From an optimization exercise on the open Yosys and OpenROAD flow, aimed at small area, a short achievable clock period and few clock cycles per item; shortcuts taken in it are not production practice.
Function was checked by simulation only, so behaviour that the tests miss may differ from the original.

// modexp_top
module modexp_top (
  input  wire       clk,
  input  wire       rst,
  input  wire       in_valid,
  output reg        in_ready,
  input  wire [7:0] e,
  input  wire [7:0] n,
  input  wire [7:0] m,
  output reg        out_valid,
  output wire [7:0] r
);
  reg       busy;    
  reg       first;   
  reg       op_s;    
  reg       op_m;    
  reg       last;    
  reg [8:0] w;       
  reg [7:0] n_q, m_q, r_q;
  assign r = r_q;
  wire accept = in_valid && in_ready && !rst;
  wire e_ge2  = |w[8:2];
  wire direct = first && e_ge2 && (m_q < n_q);
  wire [7:0] a = first ? ((w == 9'd1) ? 8'd1 : m_q) : r_q;
  wire [7:0] b = op_s ? r_q : (op_m || direct) ? m_q : 8'd1;
  wire [7:0] prod;
  modexp1 mm (.a(a), .b(b), .n(n_q), .r(prod));
  reg [8:0] w0;
  integer i;
  always @* begin
    w0 = 9'd0;
    for (i = 1; i < 9; i = i + 1)
      if (w[i]) w0 = w << (9 - i);
  end
  reg [8:0] cw, w_n;
  reg       cs, s_n, m_n, last_n;
  always @* begin
    cw = first ? w0 : w;
    cs = first ? direct : op_s;
    w_n = cw;
    s_n = 1'b0;
    m_n = 1'b0;
    if (cs && cw[8]) begin
      m_n = 1'b1;
    end else begin
      if (cs || !first) w_n = {cw[7:0], 1'b0};
      s_n = (w_n[7:0] != 8'd0);
    end
  ...
Size in the first run: roughly 620 cells after synthesis, about 40 flip-flops, about 5400 sq um of cells after synthesis.
Settings: LEC_CHECK=0, CAP_MARGIN=20, CORE_MARGIN=2, CORE_UTILIZATION=60, PLACE_DENSITY=0.75, SLEW_MARGIN=20; clock period 320.0 ns.
standard.sh (not shown) runs the stock make flow with config.mk's settings and CLKGATE_MAP_FILE= SYNTH_SCRIPT=/design/flow/synth_recipe.tcl, a recipe that flattens the netlist after the stock synthesis.
==> flow/flow/run.sh <==
#!/bin/bash
# Own layout flow: the standard layout (standard.sh) with two changes:
#  - ABC maps the logic with an area-oriented script (flow/abc_area.script)
#    instead of ORFS's delay-oriented one. Registers are mapped before ABC,
#    so they are the standard synthesis's.
#  - the port buffers that ORFS inserts are sky130_fd_sc_hd__buf_1.
# Each tool's log is under orfs/logs/; make's output goes to make_flow.log.
set -euo pipefail
W=$(pwd)
orig=$(grep -o 'SYNTH_SCRIPT=[^ ]*' standard.sh | head -1 | cut -d= -f2-)
cat > flow/own_synth.tcl <<EOT
proc abc {args} {
  set i [lsearch \$args -script]
  if {\$i >= 0} { set args [lreplace \$args \$i [expr {\$i + 1}] -script $W/flow/abc_area.script] }
  yosys abc {*}\$args
}
source $orig
EOT
{ cat config.mk
  echo "export BUFFER_PORTS_ARGS = -buffer_cell sky130_fd_sc_hd__buf_1"
  echo "export ABC_CLOCK_PERIOD_IN_PS = 50000"
} > flow/own.mk
sed -e "s#SYNTH_SCRIPT=[^ ]*#SYNTH_SCRIPT=$W/flow/own_synth.tcl#" \
    -e "s#DESIGN_CONFIG=[^ ]*#DESIGN_CONFIG=$W/flow/own.mk#" standard.sh > flow/own_standard.sh
bash flow/own_standard.sh > make_flow.log 2>&1
==> flow/flow/abc_area.script <==
strash
balance
rewrite
refactor
balance
rewrite
rewrite -z
balance
refactor -z
rewrite -z
balance
dch
map -a
mfs2
strash
dch
map -a
mfs2
strash
dch
map -a
mfs2
strash
dch
map -a
topo
stime -c
dnsize -c
==> flow/flow/own.mk <==
export PLATFORM = sky130hd
export DESIGN_NAME = modexp_top
export DESIGN_NICKNAME = bench
export VERILOG_FILES = /design/flow/design.v
export SDC_FILE = /design/flow/constraint.sdc
export NUM_CORES = 4
export LEC_CHECK = 0
export CAP_MARGIN = 20
export CORE_MARGIN = 2
export CORE_UTILIZATION = 60
export PLACE_DENSITY = 0.75
export SLEW_MARGIN = 20
export BUFFER_PORTS_ARGS = -buffer_cell sky130_fd_sc_hd__buf_1
export ABC_CLOCK_PERIOD_IN_PS = 50000
==> flow/flow/own_standard.sh <==
#!/bin/bash
# The standard flow's own layout of this design, on the ORFS make targets given (by default finish). After
# finish it leaves the final layout's DEF at /design/flow/out/final.def.
set -euo pipefail
make -C /OpenROAD-flow-scripts/flow DESIGN_CONFIG=/design/flow/flow/own.mk WORK_HOME=/design/flow/orfs CLKGATE_MAP_FILE= SYNTH_SCRIPT=/design/flow/flow/own_synth.tcl CAP_MARGIN=20 CORE_MARGIN=2 CORE_UTILIZATION=60 PLACE_DENSITY=0.75 SLEW_MARGIN=20 "${@:-finish}"
if [[ -f /design/flow/orfs/results/sky130hd/modexp_top/base/6_final.odb ]]; then
  : # left out here: write the final layout as DEF
fi
==> flow/flow/own_synth.tcl <==
proc abc {args} {
  set i [lsearch $args -script]
  if {$i >= 0} { set args [lreplace $args $i [expr {$i + 1}] -script /design/flow/flow/abc_area.script] }
  yosys abc {*}$args
}
source /design/flow/synth_recipe.tcl
The baseline produced a clean layout.
Testbench counts at the start, summed over its fixed seeds: cycles 19,620, items 2,048.
Edit:
==> flow/run.sh (new file) <==
#!/bin/bash
# synth_recipe.tcl (not shown) runs the flow's synth.tcl, then flattens the netlist and writes it again
# the make line also repeats each setting of config.mk as NAME=value (left out here)
make -C /OpenROAD-flow-scripts/flow DESIGN_CONFIG=/design/flow/config.mk WORK_HOME=/design/flow/orfs CLKGATE_MAP_FILE= SYNTH_SCRIPT=/design/flow/synth_recipe.tcl finish
removed: flow/flow/run.sh
removed: flow/flow/abc_area.script
removed: flow/flow/own.mk
removed: flow/flow/own_standard.sh
removed: flow/flow/own_synth.tcl
removed: flow/standard.sh
What happened:
- setup slack got worse by 0.36 ns
- global-route usage increases by 1.0 points
- die area rises by 13%
- core utilization increases by 0.85 points
- register-to-register slack degrades by 1.4 ns
- design area rises by 15%
- synthesized area came out higher by 14%

Setup of the baseline:
Another version of the RTL of modexp_top (not shown whole).
Size in the first run: roughly 37 I/O pins.
// modexp_top
module modexp_top (
  input  wire       clk,
  input  wire       rst,
  input  wire       in_valid,
  output reg        in_ready,
  input  wire [7:0] e,
  input  wire [7:0] n,
  input  wire [7:0] m,
  output reg        out_valid,
  output wire [7:0] r
);
==> flow/config.mk <==
export PLATFORM = sky130hd
export DESIGN_NAME = modexp_top
export DESIGN_NICKNAME = modexp_top
export VERILOG_FILES = /design/flow/design.v
export SDC_FILE = /design/flow/constraint.sdc
export NUM_CORES = 4
export LEC_CHECK = 0
export CAP_MARGIN = 20
export CORE_MARGIN = 2
export CORE_UTILIZATION = 60
export PLACE_DENSITY = 0.75
export SLEW_MARGIN = 20
==> flow/constraint.sdc <==
create_clock -name core_clock -period 320.0 [get_ports {clk}]
set_input_delay 64.0000 -clock core_clock [delete_from_list [all_inputs] [get_ports {clk}]]
set_output_delay 64.0000 -clock core_clock [all_outputs]
set_load 0.01 [all_outputs]
==> flow/flow/run.sh <==
#!/bin/bash
# Own layout flow: the standard layout (standard.sh) with two changes:
#  - ABC maps the logic with an area-oriented script (flow/abc_area.script)
#    instead of ORFS's delay-oriented one. Registers are mapped before ABC,
#    so they are the standard synthesis's.
#  - the port buffers that ORFS inserts are sky130_fd_sc_hd__buf_1.
#  - clock tree synthesis inserts no dummy loads.
# Each tool's log is under orfs/logs/; make's output goes to make_flow.log.
set -euo pipefail
W=$(pwd)
orig=$(grep -o 'SYNTH_SCRIPT=[^ ]*' standard.sh | head -1 | cut -d= -f2-)
cat > flow/own_synth.tcl <<EOT
proc abc {args} {
  set i [lsearch \$args -script]
  if {\$i >= 0} { set args [lreplace \$args \$i [expr {\$i + 1}] -script $W/flow/abc_area.script] }
  yosys abc {*}\$args
}
source $orig
EOT
{ cat config.mk
  echo "export BUFFER_PORTS_ARGS = -buffer_cell sky130_fd_sc_hd__buf_1"
  echo "export ABC_CLOCK_PERIOD_IN_PS = 50000"
  echo "export CTS_ARGS = -sink_clustering_enable -repair_clock_nets -dont_use_dummy_load -sink_clustering_size 50 -sink_clustering_max_diameter 500 -sink_clustering_levels 1"
} > flow/own.mk
sed -e "s#SYNTH_SCRIPT=[^ ]*#SYNTH_SCRIPT=$W/flow/own_synth.tcl#" \
    -e "s#DESIGN_CONFIG=[^ ]*#DESIGN_CONFIG=$W/flow/own.mk#" standard.sh > flow/own_standard.sh
bash flow/own_standard.sh > make_flow.log 2>&1
==> flow/flow/own.mk <==
export PLATFORM = sky130hd
export DESIGN_NAME = modexp_top
export DESIGN_NICKNAME = bench
export VERILOG_FILES = /design/flow/design.v
export SDC_FILE = /design/flow/constraint.sdc
export NUM_CORES = 4
export LEC_CHECK = 0
export CAP_MARGIN = 20
export CORE_MARGIN = 2
export CORE_UTILIZATION = 60
export PLACE_DENSITY = 0.75
export SLEW_MARGIN = 20
export BUFFER_PORTS_ARGS = -buffer_cell sky130_fd_sc_hd__buf_1
export ABC_CLOCK_PERIOD_IN_PS = 50000
export CTS_ARGS = -sink_clustering_enable -repair_clock_nets -dont_use_dummy_load -sink_clustering_size 50 -sink_clustering_max_diameter 500 -sink_clustering_levels 1
Other scripts of this flow, unchanged in this note and not shown: flow/flow/abc_area.script, flow/flow/own_standard.sh, flow/flow/own_synth.tcl
The baseline went all the way through synthesis, placement and routing and the layout is clean on timing, DRC and antenna.
Testbench counts of the baseline, summed over its fixed seeds: cycles 18,461, items 2,048.
## Diff of input files: the candidate against the baseline
--- a/flow/flow/run.sh
+++ b/flow/flow/run.sh
@@ -23 +23 @@
-  echo "export CTS_ARGS = -sink_clustering_enable -repair_clock_nets -dont_use_dummy_load -sink_clustering_size 50 -sink_clustering_max_diameter 500 -sink_clustering_levels 1"
+  echo "export CTS_ARGS = -sink_clustering_enable -sink_clustering_size 64 -sink_clustering_max_diameter 400 -repair_clock_nets -dont_use_dummy_load"
--- a/flow/flow/own.mk
+++ b/flow/flow/own.mk
@@ -15 +15 @@
-export CTS_ARGS = -sink_clustering_enable -repair_clock_nets -dont_use_dummy_load -sink_clustering_size 50 -sink_clustering_max_diameter 500 -sink_clustering_levels 1
+export CTS_ARGS = -sink_clustering_enable -sink_clustering_size 64 -sink_clustering_max_diameter 400 -repair_clock_nets -dont_use_dummy_load
- For summed area of non-filler cells in the final layout, the candidate and the baseline come out practically identical.
- Post-route met1 wirelength came out exactly the same in the candidate and the baseline.
- Post-route non-filler standard cell count: the baseline vs the candidate — no meaningful difference
- Re sequential portion of the cell area: no difference whatsoever between the baseline and the candidate.

[re-timing with driven ports]
Ports are ideal in the flow. The routed layouts listed here were re-timed in OpenROAD.
Step 1 sets driving cells, clkbuf_16 on the clock port and buf_2 on the other inputs (assumed; they add their load-dependent delay and slew).
Step 2 times the ports against the registers' clock, not the clock port: input delays grow and output delays shrink by t, the midpoint of the rising clock arrivals with the driver on.
Three values: ideal, step 1, step 2; two values: the first two.
run | t (ns) | setup WS [ns] | slew at the worst register clock pin (ns) | pins driven straight from the clock port
the first run of note 1 | 0.320 | 255.101 / 255.078 / 255.167 | 0.09 / 0.09 | 1
the second run of note 1 | 0.336 | 254.739 / 254.704 / 255.040 | 0.09 / 0.09 | 1
the baseline | 0.320 | 255.149 / 255.119 / 255.431 | 0.08 / 0.08 | 1
the candidate | 0.320 | 255.149 / 255.119 / 255.431 | 0.08 / 0.08 | 1
After both steps setup and hold are still met in every run listed.
